Source: an optimization exercise on an open RTL-to-GDS flow (aim: small area and a short achievable clock period). Production flows keep margins and buffers that such runs may drop. Where RTL was checked, it was by simulation tests only, not by an equivalence proof against the original.

==> quartz: inputs <==
## top
module top (
    clk_in,
    rst_in,
    data_in,
    load_weight_in,
    in_valid_in,
    pop_in,
    sum_out
);
clock: 13.0 ns
lec_check: 0
cap_margin: 20
core_margin: 2
core_utilization: 40
slew_margin: 20
synth_hierarchical: 1
standard.sh (not shown) runs the stock make flow with config.mk's settings and CLKGATE_MAP_FILE= SYNTH_SCRIPT=/design/flow/synth_recipe.tcl, a recipe that flattens the netlist after the stock synthesis.
==> flow/flow/run.sh <==
#!/bin/bash
# Layout: the standard ORFS flow (standard.sh) with these changes to how
# the layout is made; the SDC (clock period, I/O delays, loads) is the standard flow's.
#  - repair_timing aims for extra setup slack, so the achieved period shrinks,
#    and may swap cells across footprints;
#  - the clock tree uses larger sink clusters and no dummy loads;
#  - the port buffers are buf_4 cells.
# ORFS's own logs are in orfs/logs; make's output is in orfs_make.log.
set -euo pipefail
bash standard.sh \
    SETUP_SLACK_MARGIN=8.5 \
    MATCH_CELL_FOOTPRINT=0 \
    BUFFER_PORTS_ARGS="-buffer_cell sky130_fd_sc_hd__buf_4" \
    CTS_ARGS="-sink_clustering_enable -repair_clock_nets -dont_use_dummy_load -sink_clustering_size 20 -sink_clustering_max_diameter 100" \
    finish > orfs_make.log 2>&1
==> inputs of juniper, as changes to quartz <==
--- a/flow/design.v
+++ b/flow/design.v
@@ -83,30 +83,59 @@
     end
 endgenerate
 assign psum_out = {hi_out, lo, ~b};
 endmodule
 module PE_quick (
-    e_in,
+    partial_in,
     valid_in,
     psum_in,
     psum_out
 );
 parameter WIDTH = 14;
-input      [4-1:0]     e_in;
+input      [4-1:0]     partial_in;     
 input                  valid_in;       
 input      [WIDTH-1:0] psum_in;
 output     [WIDTH-1:0] psum_out;
+wire       [4-1:0]     e_in;           
+PE_lookup PE_lookup (.partial_in(partial_in), .e_out(e_in));
 wire       [4:0]       lo;
 wire                   up, dn;
 wire       [WIDTH-6:0] hi_up, hi_dn;
 PE_quick_lo PE_quick_lo (.e_in(e_in), .psum_in(psum_in[4:0]), .lo(lo), .up(up), .dn(dn));
 PE_quick_hi #(.WIDTH(WIDTH)) PE_quick_hi (.hi(psum_in[WIDTH-1:5]), .hi_up(hi_up), .hi_dn(hi_dn));
 PE_quick_pick #(.WIDTH(WIDTH)) PE_quick_pick (
     .e_in(e_in), .valid_in(valid_in), .lo(lo), .up(up), .dn(dn),
     .hi(psum_in[WIDTH-1:5]), .hi_up(hi_up), .hi_dn(hi_dn), .psum_out(psum_out)
 );
 endmodule
+module PE_lookup (
+    partial_in,
+    e_out
+);
+input      [4-1:0]     partial_in;
+output reg [4-1:0]     e_out;
+always @(*) begin
+    case (partial_in)
+        4'b0000: e_out = 4'd11;   
+        4'b0001: e_out = 4'd12;
+        4'b0010: e_out = 4'd13;
+        4'b0011: e_out = 4'd14;
+        4'b0100: e_out = 4'd13;
+        4'b0101: e_out = 4'd14;
+        4'b0110: e_out = 4'd15;
+        4'b0111: e_out = 4'd0;
+        4'b1000: e_out = 4'd15;
+        4'b1001: e_out = 4'd0;
+        4'b1010: e_out = 4'd1;
+        4'b1011: e_out = 4'd2;
+        4'b1100: e_out = 4'd1;
+        4'b1101: e_out = 4'd2;
+        4'b1110: e_out = 4'd3;
+        default: e_out = 4'd4;
+    endcase
+end
+endmodule
 module PE_quick_lo (
     e_in,
     psum_in,
     lo,
     up,
@@ -231,10 +260,11 @@
 end
 endmodule
 module PE_column (
     clk_in,
     rst_in,
+    cleared_in,
     active_in,
     activation_in,
     load_in,
     data_in,
     count_out,
@@ -244,23 +274,27 @@
 );
 parameter WIDTH = 14;
 parameter FIRST = 0;
 input                    clk_in;
 input                    rst_in;
+input                    cleared_in;      
 input                    active_in;       
 input      [9-1:0]       activation_in;   
 input                    load_in;         
 input      [9-1:0]       data_in;
 output     [3-1:0]       count_out;
 output     [4-1:0]       e_out;           
 output     [4*WIDTH-1:0] psum_out;        
 output     [WIDTH-1:0]   sum_out;         
 reg        [9-1:0]       weight_r;
 wire       [9-1:0]       weight_next = ({9{load_in}} & data_in) | ({9{~load_in}} & weight_r);
-reg        [3-1:0]       count_r;
+reg        [2-1:0]       count_r;
+reg                      full_r;
+wire       [3-1:0]       count = {full_r, {2{~cleared_in}} & count_r};
+wire       [3-1:0]       count_next = (active_in && !count[2]) ? count + 3'd1 : count;
 reg        [WIDTH-1:0]   psum_r [0:3];
-wire       [WIDTH-1:0]   oldest = {WIDTH{count_r[2]}} & psum_r[3];
+wire       [WIDTH-1:0]   oldest = {WIDTH{full_r}} & psum_r[3];
 wire       [WIDTH-1:0]   sum;
 always @(posedge clk_in) begin
     weight_r <= weight_next;
 end
 generate
@@ -282,31 +316,32 @@
             .partial_out(e)
         );
         always @(posedge clk_in) begin
             e_r <= e;
         end
+        assign e_out = e_r;
         PE #(.WIDTH(WIDTH)) PE (
             .partial_in(e_r),
             .psum_in(oldest),
             .psum_out(sum),
-            .e_out(e_out)
+            .e_out()
         );
     end
 endgenerate
 always @(posedge clk_in) begin
-    if (!rst_in) count_r <= 3'd0;
-    else if (active_in && !count_r[2]) count_r <= count_r + 3'd1;
+    count_r <= count_next[1:0];
+    full_r  <= rst_in & count_next[2];
 end
 always @(posedge clk_in) begin
     if (active_in) begin
         psum_r[0] <= sum;
         psum_r[1] <= psum_r[0];
         psum_r[2] <= psum_r[1];
         psum_r[3] <= psum_r[2];
     end
 end
-assign count_out = count_r;
+assign count_out = count;
 assign psum_out = {psum_r[3], psum_r[2], psum_r[1], psum_r[0]};
 assign sum_out  = sum;
 endmodule
 module top (
     clk_in,
@@ -325,17 +360,20 @@
 input                            in_valid_in;
 input                            pop_in;
 output     [WIDTH-1:0]           sum_out;
 reg        [O_CH-1:0]            weight_row_r;     
 reg        [O_CH-1:0]            next_row_r;       
-reg        [O_CH-1:0]            next2_row_r;      
+reg        [O_CH-1:0]            next_row_b_r;     
+reg        [O_CH-1:0]            next_row_c_r;     
+wire       [O_CH-1:0]            next2_row;        
 reg        [3-1:0]               ctl_count_r;      
 reg                              ctl_active_r;     
 reg        [4-1:0]               pixel_r;          
 reg        [WIDTH-1:0]           out_r;
+reg                              cleared_r;        
 reg        [9-1:0]               activation_r [1:O_CH-2];
-reg                              in_valid_r   [1:O_CH-1];
+reg                              in_valid_r   [1:O_CH-1];   
 wire       [4*WIDTH-1:0]         row_psum  [0:O_CH-1];
 wire       [3-1:0]               row_count [0:O_CH-1];
 wire       [4-1:0]               row_e     [0:O_CH-1];
 wire       [WIDTH-1:0]           row_sum   [0:O_CH-1];
 wire                             row_active [0:O_CH-1];
@@ -343,26 +381,28 @@
     weight_row_r <= load_weight_in ? {weight_row_r[O_CH-2:0], weight_row_r[O_CH-1]}
                                    : {{O_CH-1{1'b0}}, 1'b1};
 end
 integer m;
 always @(posedge clk_in) begin
+    cleared_r <= ~rst_in;
     activation_r[1] <= data_in;
     for (m = 2; m <= O_CH-2; m = m + 1) begin
         activation_r[m] <= activation_r[m-1];
     end
-    in_valid_r[1] <= rst_in & in_valid_in;
+    in_valid_r[1] <= in_valid_in;
     for (m = 2; m <= O_CH-1; m = m + 1) begin
-        in_valid_r[m] <= rst_in & in_valid_r[m-1];
+        in_valid_r[m] <= row_active[m-1];
     end
 end
 genvar k;
 generate
     for (k = 0; k < O_CH; k = k + 1) begin : ROW
-        assign row_active[k] = (k == 0) ? in_valid_in : in_valid_r[(k == 0) ? 1 : k];
+        assign row_active[k] = (k == 0) ? in_valid_in : in_valid_r[(k == 0) ? 1 : k] & ~cleared_r;
         PE_column #(.WIDTH(WIDTH), .FIRST(k == 0)) PE_column (
             .clk_in(clk_in),
             .rst_in(rst_in),
+            .cleared_in(cleared_r),
             .active_in(row_active[k]),
             .activation_in((k <= 1) ? data_in : activation_r[(k <= 1) ? 1 : k-1]),
             .load_in(load_weight_in && weight_row_r[k]),
             .data_in(data_in),
             .count_out(row_count[k]),
@@ -373,14 +413,17 @@
     end
 endgenerate
 always @(posedge clk_in) begin
     next_row_r  <= !pop_in ? {{O_CH-1{1'b0}}, 1'b1} :
                    pixel_r[2] ? {next_row_r[O_CH-2:0], next_row_r[O_CH-1]} : next_row_r;
-    next2_row_r <= !pop_in ? {{O_CH-1{1'b0}}, 1'b1} :
-                   pixel_r[1] ? {next2_row_r[O_CH-2:0], next2_row_r[O_CH-1]} : next2_row_r;
+    next_row_b_r <= !pop_in ? {{O_CH-1{1'b0}}, 1'b1} :
+                   pixel_r[2] ? {next_row_b_r[O_CH-2:0], next_row_b_r[O_CH-1]} : next_row_b_r;
+    next_row_c_r <= !pop_in ? {{O_CH-1{1'b0}}, 1'b1} :
+                   pixel_r[2] ? {next_row_c_r[O_CH-2:0], next_row_c_r[O_CH-1]} : next_row_c_r;
     pixel_r     <= pop_in ? {pixel_r[2:0], pixel_r[3]} : 4'b0001;
 end
+assign next2_row = pixel_r[2] ? {next_row_r[O_CH-2:0], next_row_r[O_CH-1]} : next_row_r;
 wire       [3-1:0]               pre_count;
 wire                             pre_active, pre_active_above;
 wire       [(O_CH-1)*3-1:0]      all_count;
 wire       [O_CH-2:0]            all_active, all_active_above;
 generate
@@ -389,16 +432,16 @@
         assign all_active[k-1]          = row_active[k];
         assign all_active_above[k-1]    = (k == 1) ? 1'b0 : row_active[(k == 1) ? 0 : k-1];
     end
 endgenerate
 read_ctl #(.ROWS(O_CH-1)) read_ctl (
-    .select(next2_row_r[O_CH-1:1]),
+    .select(next2_row[O_CH-1:1]),
     .count_in(all_count), .active_in(all_active), .above_in(all_active_above),
     .count_out(pre_count), .active_out(pre_active), .above_out(pre_active_above)
 );
 always @(posedge clk_in) begin
-    ctl_active_r <= rst_in & (next2_row_r[1] ? in_valid_in : pre_active_above);
+    ctl_active_r <= rst_in & (next2_row[1] ? in_valid_in : pre_active_above);
     if (!rst_in) ctl_count_r <= 3'd0;
     else if (pre_active && !pre_count[2]) ctl_count_r <= pre_count + 3'd1;
     else ctl_count_r <= pre_count;
 end
 wire       [4*WIDTH-1:0]         sel_psum;
@@ -412,17 +455,17 @@
         assign all_psum[(k-1)*4*WIDTH +: 4*WIDTH] = row_psum[k];
         assign all_e[(k-1)*4 +: 4]                = row_e[k];
     end
 endgenerate
 read_mux #(.WIDTH(WIDTH), .ROWS(O_CH-1)) read_mux (
-    .select(next_row_r[O_CH-1:1]),
+    .select({next_row_c_r[O_CH-1:1], next_row_b_r[O_CH-1:1], next_row_r[O_CH-1:1]}),
     .psum_in(all_psum), .e_in(all_e),
     .psum_out(sel_psum), .e_out(sel_e)
 );
 wire       [WIDTH-1:0]           sel_sum;
 PE_quick #(.WIDTH(WIDTH)) PE_quick (
-    .e_in(sel_e),
+    .partial_in(sel_e),
     .valid_in(sel_count[2]),
     .psum_in(sel_psum[4*WIDTH-1:3*WIDTH]),
     .psum_out(sel_sum)
 );
 wire       [4-1:0]               next_slot = {pixel_r[3], pixel_r[0], pixel_r[1], pixel_r[2]};
@@ -447,18 +490,20 @@
     e_out
 );
 parameter WIDTH = 14;
 parameter ROWS = 63;
 localparam D = 4*WIDTH + 4;   
-input      [ROWS-1:0]            select;
+input      [3*ROWS-1:0]          select;      
 input      [ROWS*4*WIDTH-1:0]    psum_in;
 input      [ROWS*4-1:0]          e_in;
 output     [4*WIDTH-1:0]         psum_out;
 output     [4-1:0]               e_out;
 wire       [64*D-1:0]            rows;
-wire       [64-1:0]              sel = {{64-ROWS{1'b0}}, select};
-genvar r;
+wire       [3*64-1:0]            sel = {{64-ROWS{1'b0}}, select[2*ROWS +: ROWS],
+                                        {64-ROWS{1'b0}}, select[ROWS +: ROWS],
+                                        {64-ROWS{1'b0}}, select[0 +: ROWS]};
+genvar r, b;
 generate
     for (r = 0; r < 64; r = r + 1) begin : ROW
         if (r < ROWS)
             assign rows[r*D +: D] = {e_in[r*4 +: 4], psum_in[r*4*WIDTH +: 4*WIDTH]};
         else
@@ -469,13 +514,15 @@
 wire       [8*D-1:0]             l2;    
 wire       [4*D-1:0]             l3;    
 wire       [D-1:0]               l4;
 generate
     for (r = 0; r < 32; r = r + 1) begin : L1
-        read_aoi #(.D(D)) node (.s0(sel[2*r]), .d0(rows[2*r*D +: D]),
-                                .s1(sel[2*r+1]), .d1(rows[(2*r+1)*D +: D]),
-                                .y(l1[r*D +: D]));
+        for (b = 0; b < 3; b = b + 1) begin : S
+            read_aoi #(.D(D/3)) node (.s0(sel[b*64 + 2*r]), .d0(rows[2*r*D + b*(D/3) +: D/3]),
+                                      .s1(sel[b*64 + 2*r+1]), .d1(rows[(2*r+1)*D + b*(D/3) +: D/3]),
+                                      .y(l1[r*D + b*(D/3) +: D/3]));
+        end
     end
     for (r = 0; r < 8; r = r + 1) begin : L2
         read_nand4 #(.D(D)) node (.a(l1[4*r*D +: D]), .b(l1[(4*r+1)*D +: D]),
                                   .c(l1[(4*r+2)*D +: D]), .d(l1[(4*r+3)*D +: D]),
                                   .y(l2[r*D +: D]));
--- a/flow/flow/run.sh
+++ b/flow/flow/run.sh
@@ -6,10 +6,10 @@
 #  - the clock tree uses larger sink clusters and no dummy loads;
 #  - the port buffers are buf_4 cells.
 # ORFS's own logs are in orfs/logs; make's output is in orfs_make.log.
 set -euo pipefail
 bash standard.sh \
-    SETUP_SLACK_MARGIN=8.5 \
+    SETUP_SLACK_MARGIN=9.0 \
     MATCH_CELL_FOOTPRINT=0 \
     BUFFER_PORTS_ARGS="-buffer_cell sky130_fd_sc_hd__buf_4" \
-    CTS_ARGS="-sink_clustering_enable -repair_clock_nets -dont_use_dummy_load -sink_clustering_size 20 -sink_clustering_max_diameter 100" \
+    CTS_ARGS="-sink_clustering_enable -repair_clock_nets -dont_use_dummy_load -sink_clustering_size 22 -sink_clustering_max_diameter 105" \
     finish > orfs_make.log 2>&1
TNS_END_PERCENT = 10   (was default)
==> inputs of fjord, as changes to quartz <==
--- a/flow/design.v
+++ b/flow/design.v
@@ -231,10 +231,11 @@
 end
 endmodule
 module PE_column (
     clk_in,
     rst_in,
+    cleared_in,
     active_in,
     activation_in,
     load_in,
     data_in,
     count_out,
@@ -244,23 +245,27 @@
 );
 parameter WIDTH = 14;
 parameter FIRST = 0;
 input                    clk_in;
 input                    rst_in;
+input                    cleared_in;      
 input                    active_in;       
 input      [9-1:0]       activation_in;   
 input                    load_in;         
 input      [9-1:0]       data_in;
 output     [3-1:0]       count_out;
 output     [4-1:0]       e_out;           
 output     [4*WIDTH-1:0] psum_out;        
 output     [WIDTH-1:0]   sum_out;         
 reg        [9-1:0]       weight_r;
 wire       [9-1:0]       weight_next = ({9{load_in}} & data_in) | ({9{~load_in}} & weight_r);
-reg        [3-1:0]       count_r;
+reg        [2-1:0]       count_r;
+reg                      full_r;
+wire       [3-1:0]       count = {full_r, {2{~cleared_in}} & count_r};
+wire       [3-1:0]       count_next = (active_in && !count[2]) ? count + 3'd1 : count;
 reg        [WIDTH-1:0]   psum_r [0:3];
-wire       [WIDTH-1:0]   oldest = {WIDTH{count_r[2]}} & psum_r[3];
+wire       [WIDTH-1:0]   oldest = {WIDTH{full_r}} & psum_r[3];
 wire       [WIDTH-1:0]   sum;
 always @(posedge clk_in) begin
     weight_r <= weight_next;
 end
 generate
@@ -291,22 +296,22 @@
             .e_out(e_out)
         );
     end
 endgenerate
 always @(posedge clk_in) begin
-    if (!rst_in) count_r <= 3'd0;
-    else if (active_in && !count_r[2]) count_r <= count_r + 3'd1;
+    count_r <= count_next[1:0];
+    full_r  <= rst_in & count_next[2];
 end
 always @(posedge clk_in) begin
     if (active_in) begin
         psum_r[0] <= sum;
         psum_r[1] <= psum_r[0];
         psum_r[2] <= psum_r[1];
         psum_r[3] <= psum_r[2];
     end
 end
-assign count_out = count_r;
+assign count_out = count;
 assign psum_out = {psum_r[3], psum_r[2], psum_r[1], psum_r[0]};
 assign sum_out  = sum;
 endmodule
 module top (
     clk_in,
@@ -325,17 +330,18 @@
 input                            in_valid_in;
 input                            pop_in;
 output     [WIDTH-1:0]           sum_out;
 reg        [O_CH-1:0]            weight_row_r;     
 reg        [O_CH-1:0]            next_row_r;       
-reg        [O_CH-1:0]            next2_row_r;      
+wire       [O_CH-1:0]            next2_row;        
 reg        [3-1:0]               ctl_count_r;      
 reg                              ctl_active_r;     
 reg        [4-1:0]               pixel_r;          
 reg        [WIDTH-1:0]           out_r;
+reg                              cleared_r;        
 reg        [9-1:0]               activation_r [1:O_CH-2];
-reg                              in_valid_r   [1:O_CH-1];
+reg                              in_valid_r   [1:O_CH-1];   
 wire       [4*WIDTH-1:0]         row_psum  [0:O_CH-1];
 wire       [3-1:0]               row_count [0:O_CH-1];
 wire       [4-1:0]               row_e     [0:O_CH-1];
 wire       [WIDTH-1:0]           row_sum   [0:O_CH-1];
 wire                             row_active [0:O_CH-1];
@@ -343,26 +349,28 @@
     weight_row_r <= load_weight_in ? {weight_row_r[O_CH-2:0], weight_row_r[O_CH-1]}
                                    : {{O_CH-1{1'b0}}, 1'b1};
 end
 integer m;
 always @(posedge clk_in) begin
+    cleared_r <= ~rst_in;
     activation_r[1] <= data_in;
     for (m = 2; m <= O_CH-2; m = m + 1) begin
         activation_r[m] <= activation_r[m-1];
     end
-    in_valid_r[1] <= rst_in & in_valid_in;
+    in_valid_r[1] <= in_valid_in;
     for (m = 2; m <= O_CH-1; m = m + 1) begin
-        in_valid_r[m] <= rst_in & in_valid_r[m-1];
+        in_valid_r[m] <= row_active[m-1];
     end
 end
 genvar k;
 generate
     for (k = 0; k < O_CH; k = k + 1) begin : ROW
-        assign row_active[k] = (k == 0) ? in_valid_in : in_valid_r[(k == 0) ? 1 : k];
+        assign row_active[k] = (k == 0) ? in_valid_in : in_valid_r[(k == 0) ? 1 : k] & ~cleared_r;
         PE_column #(.WIDTH(WIDTH), .FIRST(k == 0)) PE_column (
             .clk_in(clk_in),
             .rst_in(rst_in),
+            .cleared_in(cleared_r),
             .active_in(row_active[k]),
             .activation_in((k <= 1) ? data_in : activation_r[(k <= 1) ? 1 : k-1]),
             .load_in(load_weight_in && weight_row_r[k]),
             .data_in(data_in),
             .count_out(row_count[k]),
@@ -373,14 +381,13 @@
     end
 endgenerate
 always @(posedge clk_in) begin
     next_row_r  <= !pop_in ? {{O_CH-1{1'b0}}, 1'b1} :
                    pixel_r[2] ? {next_row_r[O_CH-2:0], next_row_r[O_CH-1]} : next_row_r;
-    next2_row_r <= !pop_in ? {{O_CH-1{1'b0}}, 1'b1} :
-                   pixel_r[1] ? {next2_row_r[O_CH-2:0], next2_row_r[O_CH-1]} : next2_row_r;
     pixel_r     <= pop_in ? {pixel_r[2:0], pixel_r[3]} : 4'b0001;
 end
+assign next2_row = pixel_r[2] ? {next_row_r[O_CH-2:0], next_row_r[O_CH-1]} : next_row_r;
 wire       [3-1:0]               pre_count;
 wire                             pre_active, pre_active_above;
 wire       [(O_CH-1)*3-1:0]      all_count;
 wire       [O_CH-2:0]            all_active, all_active_above;
 generate
@@ -389,16 +396,16 @@
         assign all_active[k-1]          = row_active[k];
         assign all_active_above[k-1]    = (k == 1) ? 1'b0 : row_active[(k == 1) ? 0 : k-1];
     end
 endgenerate
 read_ctl #(.ROWS(O_CH-1)) read_ctl (
-    .select(next2_row_r[O_CH-1:1]),
+    .select(next2_row[O_CH-1:1]),
     .count_in(all_count), .active_in(all_active), .above_in(all_active_above),
     .count_out(pre_count), .active_out(pre_active), .above_out(pre_active_above)
 );
 always @(posedge clk_in) begin
-    ctl_active_r <= rst_in & (next2_row_r[1] ? in_valid_in : pre_active_above);
+    ctl_active_r <= rst_in & (next2_row[1] ? in_valid_in : pre_active_above);
     if (!rst_in) ctl_count_r <= 3'd0;
     else if (pre_active && !pre_count[2]) ctl_count_r <= pre_count + 3'd1;
     else ctl_count_r <= pre_count;
 end
 wire       [4*WIDTH-1:0]         sel_psum;
==> flow/flow/run.sh (replaced) <==
#!/bin/bash
# Layout: the standard ORFS flow (standard.sh) with these changes to how
# the layout is made; the SDC (clock period, I/O delays, loads) is the standard flow's.
#  - repair_timing aims for extra setup slack, so the achieved period shrinks,
#    and may swap cells across footprints;
#  - the clock tree uses larger sink clusters and no dummy loads;
#  - the port buffers are buf_4 cells;
#  - fanout is limited to 16 from global placement on (flow/max_fanout.tcl).
# ORFS's own logs are in orfs/logs; make's output is in orfs_make.log.
set -euo pipefail
bash standard.sh \
    PRE_GLOBAL_PLACE_TCL="$PWD/flow/max_fanout.tcl" \
    SETUP_SLACK_MARGIN=9.0 \
    MATCH_CELL_FOOTPRINT=0 \
    BUFFER_PORTS_ARGS="-buffer_cell sky130_fd_sc_hd__buf_4" \
    CTS_ARGS="-sink_clustering_enable -repair_clock_nets -dont_use_dummy_load -sink_clustering_size 22 -sink_clustering_max_diameter 105" \
    finish > orfs_make.log 2>&1
==> flow/flow/max_fanout.tcl (new file) <==
set_max_fanout 16 [current_design]
TNS_END_PERCENT = 10   (was default)
==> impl_metrics.tcl <==
set metrics [dict create \
    worst-path-stages 14 \
    so_faults "max-capacitance violations, max-slew violations" \
    slew_violations 12 \
    drv_cap 2 \
    worst_pin_slew_ns 1.70 \
    outcome "finished with violations" \
    clockBufferCount 285 \
    grtUsageTotal_pct 23.1 \
    p_switching_mw 8.80 \
]
-- figures above: fjord

==> impl_metrics.tcl <==
set metrics [dict create \
    outcome "timing/DRC/antenna clean" \
    grtUsageTotal_pct 23.5 \
    clockBufferCount 316 \
    slew_violations 0 \
    p_switching_mw 8.86 \
]
-- figures above: quartz

==> impl_metrics.tcl <==
set metrics [dict create \
    slew_violations 5 \
    drv_cap 4 \
    outcome "finished with violations" \
    so_faults "max-capacitance violations, max-slew violations" \
]
-- figures above: juniper

No functional check of the RTL was part of quartz and juniper.

==> re-timing with driven ports <==
Ports are ideal in the flow. The routed layouts listed here were re-timed in OpenROAD.
Step 1: set_driving_cell puts a clkbuf_16 on clk_in and a buf_2 on each other input, an assumption about the parent block.
Step 2 adds t to the input delays and takes it off the output delays; t is the mean of the earliest and latest rising clock arrival at the registers after step 1. Input paths then give back, and output paths get back, about the clock's delay inside the block.
Three values: ideal, step 1, step 2; two values: the first two.
run | t (ns) | setup slack, ns | worst setup path after step 2 | cell pins on the clock port's net
quartz | 1.104 | 8.411 / 8.393 / 7.289 | input to register | 1
juniper | 1.133 | 8.216 / 8.216 / 7.216 | input to register | 1
fjord | 1.095 | 8.642 / 8.623 / 7.528 | input to register | 1
For quartz, which loses most, drivers alone change the setup slack by -0.018 ns; drivers and shift together by -1.122 ns.
